Context: an optimization exercise on an open-source flow, tuned for small area. The choices shown serve that exercise and are no tape-out recipe. Where RTL was checked, it was by simulation tests only, not by an equivalence proof against the original. No activity file was given, so power comes from the tool's default toggle rates.

==> garnet: inputs <==
==> flow/design.v <==
module parking_meter(
input		clk,
input		rst,
input		rst1,
input		rst2,
input		add1,
input		add2,
input		add3,
input		add4,
output	[3:0]	val1,
output	[3:0]	val2,
output	[3:0]	val3,
output	[3:0]	val4,
output	[6:0]	led_seg,
output		a1,a2,a3,a4
);
reg [3:0] d0, d1, d2, d3;      
reg [6:0] p;                   
reg       hi_prev;             
reg       se;                  
reg [1:0] sen_num;
reg       en_prev;             
reg       rst_prev;            
reg [3:0] dreg;                
function [3:0] up1 (input [2:0] h);
	up1 = {h[2], h[1] & h[0], h[1] ^ h[0], ~h[2] & ~h[0]};
endfunction
function [3:0] up2 (input [2:0] h);
	up2 = {h[2] | h[1] & h[0], h[1] & ~h[0], ~h[2] & ~h[1], h[2] | h[0] & ~h[1]};
endfunction
function [3:0] up3 (input [2:0] h);
	up3 = {h[2] | h[1], h[0] & ~h[1], h[2] | ~h[1] & ~h[0], ~h[2] & ~(h[1] ^ h[0])};
endfunction
function [3:0] dn1 (input [2:0] h);      
	dn1 = {h[2] | h[1] | h[0], ~h[2] & ~h[1] & ~h[0], h[2] | h[1] & h[0], h[2] | h[1] & ~h[0]};
endfunction
wire key_en = rst2 | rst1 | add4 | add3 | add2 | add1;
wire p99 = p[6] & p[5] & p[1] & p[0];
wire p49 = ~p[6] & p[5] & p[4] & ~p[3] & ~p[2] & ~p[1] & p[0];
wire p0  = ~|p;
wire p1  = ~|p[6:1] & p[0];
wire zd0 = ~|d0, zd1 = ~|d1, zd2 = ~|d2, zd3 = ~|d3;
wire z   = zd0 & zd1 & zd2 & zd3;
wire hi  = |d3 | d2[3] | d2[2] | d2[1] | (d2[0] & d1[3]);
wire dec = ~key_en & p99 & ~z;
wire [2:0] hC = d1[3:1];
wire [3:0] uC1 = up1(hC), uC3 = up3(hC), mC = dn1(hC);
wire decC = dec & zd0;                          
wire mC_sel = add3 | (decC & ~d1[0]);
wire [3:0] nC = add4 ? {1'b0, hC} : mC_sel ? mC : add2 ? uC1 : add1 ? uC3 : {1'b0, hC};
wire c1 = ~add4 & nC[3] & (add3 | add2 | add1);
wire a32 = add3 | add2;
wire [1:0] nB = add4 ? 2'd3 : {a32 & c1, a32 ^ c1};
wire [2:0] hB = d2[3:1];
wire [2:0] tB = d2[0] + nB;                     
wire decB = decC & zd1;
wire [3:0] uB1 = up1(hB), uB2 = up2(hB), dB = dn1(hB);
wire [3:0] sB = (decB & ~d2[0]) ? dB : (tB[2:1] == 1) ? uB1 : (tB[2:1] == 2) ? uB2 : {1'b0, hB};
wire c2 = sB[3] & ~decB;
wire [2:0] hA = d3[3:1];
wire decA = decB & zd2;
wire [3:0] uA1 = up1(hA), dA = dn1(hA);
wire [3:0] dA0 = dn1(d0[3:1]);
wire c3 = c2 & d3[3] & d3[0];
wire [2:0] sA = (decA & ~d3[0]) ? dA[2:0] : (c2 & d3[0]) ? uA1[2:0] : hA;
always @(posedge clk) begin
	if (rst) begin
		{d3, d2, d1, d0} <= 0;
	end else if (rst1) begin
		{d3, d2, d1, d0} <= 16'h0016;
	end else if (rst2) begin
		{d3, d2, d1, d0} <= 16'h0150;
	end else if (c3) begin
		{d3, d2, d1, d0} <= 16'h9999;
	end else begin
		if (dec) d0 <= {d0[0] ? d0[3:1] : dA0[2:0], ~d0[0]};
		d1 <= {nC[2:0], d1[0] ^ decC};
		d2 <= {sB[2:0], d2[0] ^ (decB | nB[0])};
		d3 <= {sA, d3[0] ^ (decA | c2)};
	end
end
wire [6:0] pinc = {p[6] ^ &p[5:0], p[5] ^ &p[4:0], p[4] ^ &p[3:0], p[3] ^ &p[2:0],
                   p[2] ^ &p[1:0], p[1] ^ p[0], ~p[0]};
always @(posedge clk) begin
	if (rst | key_en | p99) p <= 0;
	else p <= pinc;
end
always @(posedge clk) begin
	if (rst) hi_prev <= 0;
	else     hi_prev <= hi;
end
always @(posedge clk) begin
	if (rst)
		se <= 1;
	else if (p0)
		se <= se | hi_prev;
	else if (hi)
		se <= 1;
	else if (z) begin
		if (p99) se <= 0;
		else if (p49) se <= 1;
	end else if (p1)
		se <= ~d0[0];
end
always @(posedge clk) begin
	rst_prev <= rst;
	en_prev <= se;
	if (rst) begin
		sen_num <= 0;
		dreg <= 8;
	end else begin
		sen_num <= {sen_num[1] ^ sen_num[0], ~sen_num[0]};
		if (se)
			dreg <= sen_num[1] ? (sen_num[0] ? d0 : d1) : (sen_num[0] ? d2 : d3);
	end
end
assign a4 = ~rst_prev & ~(en_prev & ~sen_num[1] &  sen_num[0]);
assign a3 = ~rst_prev & ~(en_prev &  sen_num[1] & ~sen_num[0]);
assign a2 = ~rst_prev & ~(en_prev &  sen_num[1] &  sen_num[0]);
assign a1 = ~rst_prev & ~(en_prev & ~sen_num[1] & ~sen_num[0]);
assign val1 = d0;
assign val2 = d1;
assign val3 = d2;
assign val4 = d3;
wire [3:0] q = dreg;
wire i3 = ~q[3] & ~q[2] & ~q[1];
assign led_seg[0] = i3 | q[2] & q[1] & q[0];
assign led_seg[1] = ~q[3] & ~q[2] & (q[1] | q[0]) | q[1] & q[0];
assign led_seg[2] = q[0] | q[2] & ~q[1];
assign led_seg[3] = i3 & q[0] | q[2] & ~q[1] & ~q[0] | q[2] & q[1] & q[0];
assign led_seg[4] = ~q[2] & q[1] & ~q[0];
assign led_seg[5] = q[2] & (q[1] ^ q[0]);
assign led_seg[6] = i3 & q[0] | q[2] & ~q[1] & ~q[0];
endmodule
==> flow/flow/run.sh <==
#!/bin/bash
# Standard ORFS layout with three changes:
#  - synthesis is the standard synthesis except that abc maps the logic
#    with an area-oriented script (flow/area.abc); registers are untouched;
#  - the port buffers are the smallest buffer;
#  - CTS inserts no dummy loads and uses small clock buffers.
set -euo pipefail
cd "$(dirname "$0")/.."
W=$PWD
{
  echo "proc abc {args} {"
  echo "  set i [lsearch -exact \$args -script]"
  echo "  if {\$i >= 0} { lset args [expr {\$i + 1}] $W/flow/area.abc }"
  echo "  yosys abc {*}\$args"
  echo "}"
  cat synth_recipe.tcl
} > area_synth.tcl
sed "s#SYNTH_SCRIPT=[^ ]*#SYNTH_SCRIPT=$W/area_synth.tcl#" standard.sh > area_standard.sh
grep -q "SYNTH_SCRIPT=$W/area_synth.tcl" area_standard.sh
export BUFFER_PORTS_ARGS="-buffer_cell sky130_fd_sc_hd__buf_1"
export CTS_ARGS="-sink_clustering_enable -repair_clock_nets -dont_use_dummy_load -buf_list sky130_fd_sc_hd__clkbuf_4 -root_buf sky130_fd_sc_hd__clkbuf_4"
bash area_standard.sh > standard.log 2>&1
==> flow/flow/area.abc <==
strash
&get -n
&deepsyn -I 4 -J 50
&put
dch -f
map -a
topo
==> flow/standard.sh <==
#!/bin/bash
# synth_recipe.tcl (not shown) runs the flow's synth.tcl, then flattens the netlist and writes it again
# the make line also repeats each setting of config.mk as NAME=value (left out here)
make -C /OpenROAD-flow-scripts/flow DESIGN_CONFIG=/design/flow/config.mk WORK_HOME=/design/flow/orfs CLKGATE_MAP_FILE= SYNTH_SCRIPT=/design/flow/synth_recipe.tcl "${@:-finish}"
==> flow/config.mk <==
export PLATFORM = sky130hd
export DESIGN_NAME = parking_meter
export DESIGN_NICKNAME = parking_meter
export VERILOG_FILES = /design/flow/design.v
export SDC_FILE = /design/flow/constraint.sdc
export NUM_CORES = 4
export LEC_CHECK = 0
export CAP_MARGIN = 20
export CORE_MARGIN = 2
export CORE_UTILIZATION = 40
export SLEW_MARGIN = 20
==> flow/constraint.sdc <==
create_clock -name core_clock -period 12.0 [get_ports {clk}]
set_input_delay 2.4000 -clock core_clock [delete_from_list [all_inputs] [get_ports {clk}]]
set_output_delay 2.4000 -clock core_clock [all_outputs]
set_load 0.01 [all_outputs]
==> indigo (differences from garnet) <==
==> flow/design.v (replaced) <==
module parking_meter(
input		clk,
input		rst,
input		rst1,
input		rst2,
input		add1,
input		add2,
input		add3,
input		add4,
output	[3:0]	val1,
output	[3:0]	val2,
output	[3:0]	val3,
output	[3:0]	val4,
output	[6:0]	led_seg,
output		a1,a2,a3,a4
);
reg [3:0] d0, d1, d2, d3;      
reg [6:0] p;                   
reg       hi_prev;             
reg       se;                  
reg [1:0] sen_num;
reg       en_prev;             
reg       rst_prev;            
reg [3:0] dreg;                
wire key_en = rst2 | rst1 | add4 | add3 | add2 | add1;
wire p99 = p[6] & p[5] & p[1] & p[0];
wire p49 = ~p[6] & p[5] & p[4] & ~p[3] & ~p[2] & ~p[1] & p[0];
wire p0  = ~|p;
wire p1  = ~|p[6:1] & p[0];
wire z   = ~|{d3, d2, d1, d0};
wire hi  = |d3 | d2[3] | d2[2] | d2[1] | (d2[0] & d1[3]);
reg [3:0] n1; reg c1;
always @* begin
	if (add4)      {c1, n1} = {1'b0, d1};
	else if (add3) case (d1)
		0: {c1, n1} = 5'h08; 1: {c1, n1} = 5'h09; 2: {c1, n1} = 5'h10; 3: {c1, n1} = 5'h11;
		4: {c1, n1} = 5'h12; 5: {c1, n1} = 5'h13; 6: {c1, n1} = 5'h14; 7: {c1, n1} = 5'h15;
		8: {c1, n1} = 5'h16; default: {c1, n1} = 5'h17; endcase
	else if (add2) case (d1)
		0: {c1, n1} = 5'h02; 1: {c1, n1} = 5'h03; 2: {c1, n1} = 5'h04; 3: {c1, n1} = 5'h05;
		4: {c1, n1} = 5'h06; 5: {c1, n1} = 5'h07; 6: {c1, n1} = 5'h08; 7: {c1, n1} = 5'h09;
		8: {c1, n1} = 5'h10; default: {c1, n1} = 5'h11; endcase
	else case (d1)
		0: {c1, n1} = 5'h06; 1: {c1, n1} = 5'h07; 2: {c1, n1} = 5'h08; 3: {c1, n1} = 5'h09;
		4: {c1, n1} = 5'h10; 5: {c1, n1} = 5'h11; 6: {c1, n1} = 5'h12; 7: {c1, n1} = 5'h13;
		8: {c1, n1} = 5'h14; default: {c1, n1} = 5'h15; endcase
end
wire [1:0] kh = add4 ? 2'd3 : (add3 | add2) ? 2'd1 : 2'd0;
reg [3:0] n2; reg c2;
always @* begin
	case ({kh, c1})
		3'b000: {c2, n2} = {1'b0, d2};
		3'b001, 3'b010: {c2, n2} = inc(d2);
		3'b011: {c2, n2} = inc2(d2);
		3'b110: {c2, n2} = inc3(d2);
		default: {c2, n2} = inc4(d2);
	endcase
end
wire [4:0] t3 = inc(d3);
wire c3 = c2 & t3[4];
wire [3:0] n3 = c2 ? t3[3:0] : d3;
function [4:0] inc (input [3:0] d);
	case (d)
		0: inc = 5'h01; 1: inc = 5'h02; 2: inc = 5'h03; 3: inc = 5'h04; 4: inc = 5'h05;
		5: inc = 5'h06; 6: inc = 5'h07; 7: inc = 5'h08; 8: inc = 5'h09; default: inc = 5'h10;
	endcase
endfunction
function [4:0] inc2 (input [3:0] d);
	case (d)
		0: inc2 = 5'h02; 1: inc2 = 5'h03; 2: inc2 = 5'h04; 3: inc2 = 5'h05; 4: inc2 = 5'h06;
		5: inc2 = 5'h07; 6: inc2 = 5'h08; 7: inc2 = 5'h09; 8: inc2 = 5'h10; default: inc2 = 5'h11;
	endcase
endfunction
function [4:0] inc3 (input [3:0] d);
	case (d)
		0: inc3 = 5'h03; 1: inc3 = 5'h04; 2: inc3 = 5'h05; 3: inc3 = 5'h06; 4: inc3 = 5'h07;
		5: inc3 = 5'h08; 6: inc3 = 5'h09; 7: inc3 = 5'h10; 8: inc3 = 5'h11; default: inc3 = 5'h12;
	endcase
endfunction
function [4:0] inc4 (input [3:0] d);
	case (d)
		0: inc4 = 5'h04; 1: inc4 = 5'h05; 2: inc4 = 5'h06; 3: inc4 = 5'h07; 4: inc4 = 5'h08;
		5: inc4 = 5'h09; 6: inc4 = 5'h10; 7: inc4 = 5'h11; 8: inc4 = 5'h12; default: inc4 = 5'h13;
	endcase
endfunction
function [3:0] dec (input [3:0] d);
	dec = {d[0] ? d[3] : ~|d[3:1],
	       d[0] ? d[2] : (d[3] | d[2] & d[1]),
	       d[0] ? d[1] : (~d[1] & (d[3] | d[2])),
	       ~d[0]};
endfunction
wire b0 = ~|d0;
wire b1 = b0 & ~|d1;
wire b2 = b1 & ~|d2;
always @(posedge clk) begin
	if (rst) begin
		{d3, d2, d1, d0} <= 0;
	end else if (key_en) begin
		if (rst1)      {d3, d2, d1, d0} <= 16'h0016;
		else if (rst2) {d3, d2, d1, d0} <= 16'h0150;
		else if (c3)   {d3, d2, d1, d0} <= 16'h9999;
		else           {d3, d2, d1} <= {n3, n2, n1};
	end else if (p99 & ~z) begin
		d0 <= dec(d0);
		if (b0) d1 <= dec(d1);
		if (b1) d2 <= dec(d2);
		if (b2) d3 <= dec(d3);
	end
end
wire [6:0] pinc = {p[6] ^ &p[5:0], p[5] ^ &p[4:0], p[4] ^ &p[3:0], p[3] ^ &p[2:0],
                   p[2] ^ &p[1:0], p[1] ^ p[0], ~p[0]};
always @(posedge clk) begin
	if (rst | key_en | p99) p <= 0;
	else p <= pinc;
end
always @(posedge clk) begin
	if (rst) hi_prev <= 0;
	else     hi_prev <= hi;
end
always @(posedge clk) begin
	if (rst)
		se <= 1;
	else if (p0)
		se <= se | hi_prev;
	else if (hi)
		se <= 1;
	else if (z) begin
		if (p99) se <= 0;
		else if (p49) se <= 1;
	end else if (p1)
		se <= ~d0[0];
end
always @(posedge clk) begin
	rst_prev <= rst;
	en_prev <= se;
	if (rst) begin
		sen_num <= 0;
		dreg <= 8;
	end else begin
		sen_num <= {sen_num[1] ^ sen_num[0], ~sen_num[0]};
		if (se)
			dreg <= sen_num[1] ? (sen_num[0] ? d0 : d1) : (sen_num[0] ? d2 : d3);
	end
end
assign a4 = ~rst_prev & ~(en_prev & ~sen_num[1] &  sen_num[0]);
assign a3 = ~rst_prev & ~(en_prev &  sen_num[1] & ~sen_num[0]);
assign a2 = ~rst_prev & ~(en_prev &  sen_num[1] &  sen_num[0]);
assign a1 = ~rst_prev & ~(en_prev & ~sen_num[1] & ~sen_num[0]);
assign val1 = d0;
assign val2 = d1;
assign val3 = d2;
assign val4 = d3;
wire [3:0] q = dreg;
wire i3 = ~q[3] & ~q[2] & ~q[1];
assign led_seg[0] = i3 | q[2] & q[1] & q[0];
assign led_seg[1] = ~q[3] & ~q[2] & (q[1] | q[0]) | q[1] & q[0];
assign led_seg[2] = q[0] | q[2] & ~q[1];
assign led_seg[3] = i3 & q[0] | q[2] & ~q[1] & ~q[0] | q[2] & q[1] & q[0];
assign led_seg[4] = ~q[2] & q[1] & ~q[0];
assign led_seg[5] = q[2] & (q[1] ^ q[0]);
assign led_seg[6] = i3 & q[0] | q[2] & ~q[1] & ~q[0];
endmodule
==> flow/flow/run.sh (replaced) <==
#!/bin/bash
# Standard ORFS layout with two changes: the port buffers are the smallest
# buffer, and CTS inserts no dummy loads and uses small clock buffers.
set -euo pipefail
cd "$(dirname "$0")/.."
export BUFFER_PORTS_ARGS="-buffer_cell sky130_fd_sc_hd__buf_1"
export CTS_ARGS="-sink_clustering_enable -repair_clock_nets -dont_use_dummy_load -buf_list sky130_fd_sc_hd__clkbuf_4 -root_buf sky130_fd_sc_hd__clkbuf_4"
bash standard.sh > standard.log 2>&1
removed: flow/flow/area.abc
==> quartz (differences from garnet) <==
--- a/flow/design.v
+++ b/flow/design.v
@@ -36,8 +36,8 @@
 endfunction
 wire key_en = rst2 | rst1 | add4 | add3 | add2 | add1;
-wire p99 = p[6] & p[5] & p[1] & p[0];
-wire p49 = ~p[6] & p[5] & p[4] & ~p[3] & ~p[2] & ~p[1] & p[0];
-wire p0  = ~|p;
-wire p1  = ~|p[6:1] & p[0];
+wire p0  = ~p[6] & ~p[4] & ~p[2] & ~p[1] & ~p[0];
+wire p1  = ~p[6] & ~p[5] & ~p[3] & ~p[2] & ~p[1] & p[0];
+wire p49 = ~p[6] & p[5] & ~p[4] & ~p[2] & p[1];
+wire p99 = p[6] & ~p[5] & ~p[4] & p[3] & ~p[2] & p[1] & p[0];
 wire zd0 = ~|d0, zd1 = ~|d1, zd2 = ~|d2, zd3 = ~|d3;
 wire z   = zd0 & zd1 & zd2 & zd3;
@@ -80,9 +80,7 @@
 	end
 end
-wire [6:0] pinc = {p[6] ^ &p[5:0], p[5] ^ &p[4:0], p[4] ^ &p[3:0], p[3] ^ &p[2:0],
-                   p[2] ^ &p[1:0], p[1] ^ p[0], ~p[0]};
 always @(posedge clk) begin
 	if (rst | key_en | p99) p <= 0;
-	else p <= pinc;
+	else p <= {p[5:0], ~(p[6] ^ p[5])};
 end
 always @(posedge clk) begin
==> flow/flow/run.sh (replaced) <==
#!/bin/bash
# Standard ORFS layout (the standard.sh) with these changes:
#  - synthesis is the standard synthesis, except that abc maps the logic
#    with an area-oriented script (flow/area.abc) and yosys does not map
#    adders to half/full-adder cells first; registers are untouched;
#  - the port buffers are the smallest buffer (buf_1);
#  - CTS inserts no dummy loads and uses clkbuf_4 clock buffers.
# Each tool's full output stays in the ORFS logs under orfs/logs/, and the
# make output in standard.log.
set -euo pipefail
cd "$(dirname "$0")/.."
W=$PWD
{
  cat <<'TCL'
# point the abc call of ORFS's synth.tcl at flow/area.abc
proc _area_abc_args {name1 name2 op} {
  upvar #0 abc_args a
  set i [lsearch -exact $a -script]
  if {$i >= 0 && [lindex $a [expr {$i + 1}]] ne $::env(AREA_ABC_SCRIPT)} {
    lset a [expr {$i + 1}] $::env(AREA_ABC_SCRIPT)
  }
}
trace add variable ::abc_args write _area_abc_args
TCL
  cat synth_recipe.tcl
} > area_synth.tcl
sed "s#SYNTH_SCRIPT=[^ ]*#SYNTH_SCRIPT=$W/area_synth.tcl ADDER_MAP_FILE=#" standard.sh > area_standard.sh
grep -q "SYNTH_SCRIPT=$W/area_synth.tcl ADDER_MAP_FILE=" area_standard.sh
export AREA_ABC_SCRIPT="$W/flow/area.abc"
export BUFFER_PORTS_ARGS="-buffer_cell sky130_fd_sc_hd__buf_1"
export CTS_ARGS="-sink_clustering_enable -repair_clock_nets -dont_use_dummy_load -buf_list sky130_fd_sc_hd__clkbuf_4 -root_buf sky130_fd_sc_hd__clkbuf_4"
bash area_standard.sh > standard.log 2>&1
grep -q "abc -script $W/flow/area.abc" orfs/logs/*/parking_meter/base/1_2_yosys.log
==> flow/flow/area.abc (replaced) <==
strash
&get -n
&deepsyn -I 4 -J 50
&put
dch -f
amap -m -F 200 -A 50
topo
==> notes <==
- The lowest clock skew belongs to garnet, the highest to indigo.
- Against indigo, the sequential power of quartz is lower by about 5%.
- Synthesized cell count, lowest first: quartz, garnet, indigo.
- Worst hold slack, highest first: indigo, quartz, garnet.
- Routed wire length, lowest first: quartz, garnet, indigo.
- Final area: garnet is smaller than indigo (about 22%).
- Between quartz and indigo, the lower clock power is in indigo (gap about 2%, measured against indigo).
- Of quartz and indigo, indigo has the higher cell count (gap about 25%, measured against indigo).
Only the layout flow was run in garnet; the RTL was not checked for function there.

-- afterwards: timing with drivers on the ports --
The flow's constraints put no driver on any port. The routed layouts listed below were extracted and timed again, unchanged, in two steps.
Step 1 (the two cells are an assumption about what drives the block):
set clk [get_ports {clk}]
set_driving_cell -lib_cell sky130_fd_sc_hd__clkbuf_16 $clk
set_driving_cell -lib_cell sky130_fd_sc_hd__buf_2 [delete_from_list [all_inputs] $clk]
Step 2 adds t to the input delays and takes it off the output delays; t is the mean of the earliest and latest rising clock arrival at the registers after step 1. Input paths then give back, and output paths get back, about the clock's delay inside the block.
Slacks: ideal / step 1 / step 2; pairs: ideal / step 1.
run	shift t [ns]	setup slack, ns	worst setup path after step 2	slew at the worst register clock pin (ns)	worst data-port slew with drivers (ns)
garnet	0.348	5.128 / 5.132 / 4.784	input to register	0.10 / 0.10	0.03
indigo	0.351	7.407 / 7.412 / 7.062	input to register	0.11 / 0.11	0.03
quartz	0.343	5.682 / 5.685 / 5.342	input to register	0.10 / 0.10	0.03
After both steps every run listed still meets setup and hold. The setup slack of indigo, which loses most, moves by +0.005 ns with the drivers and by -0.345 ns with both steps.
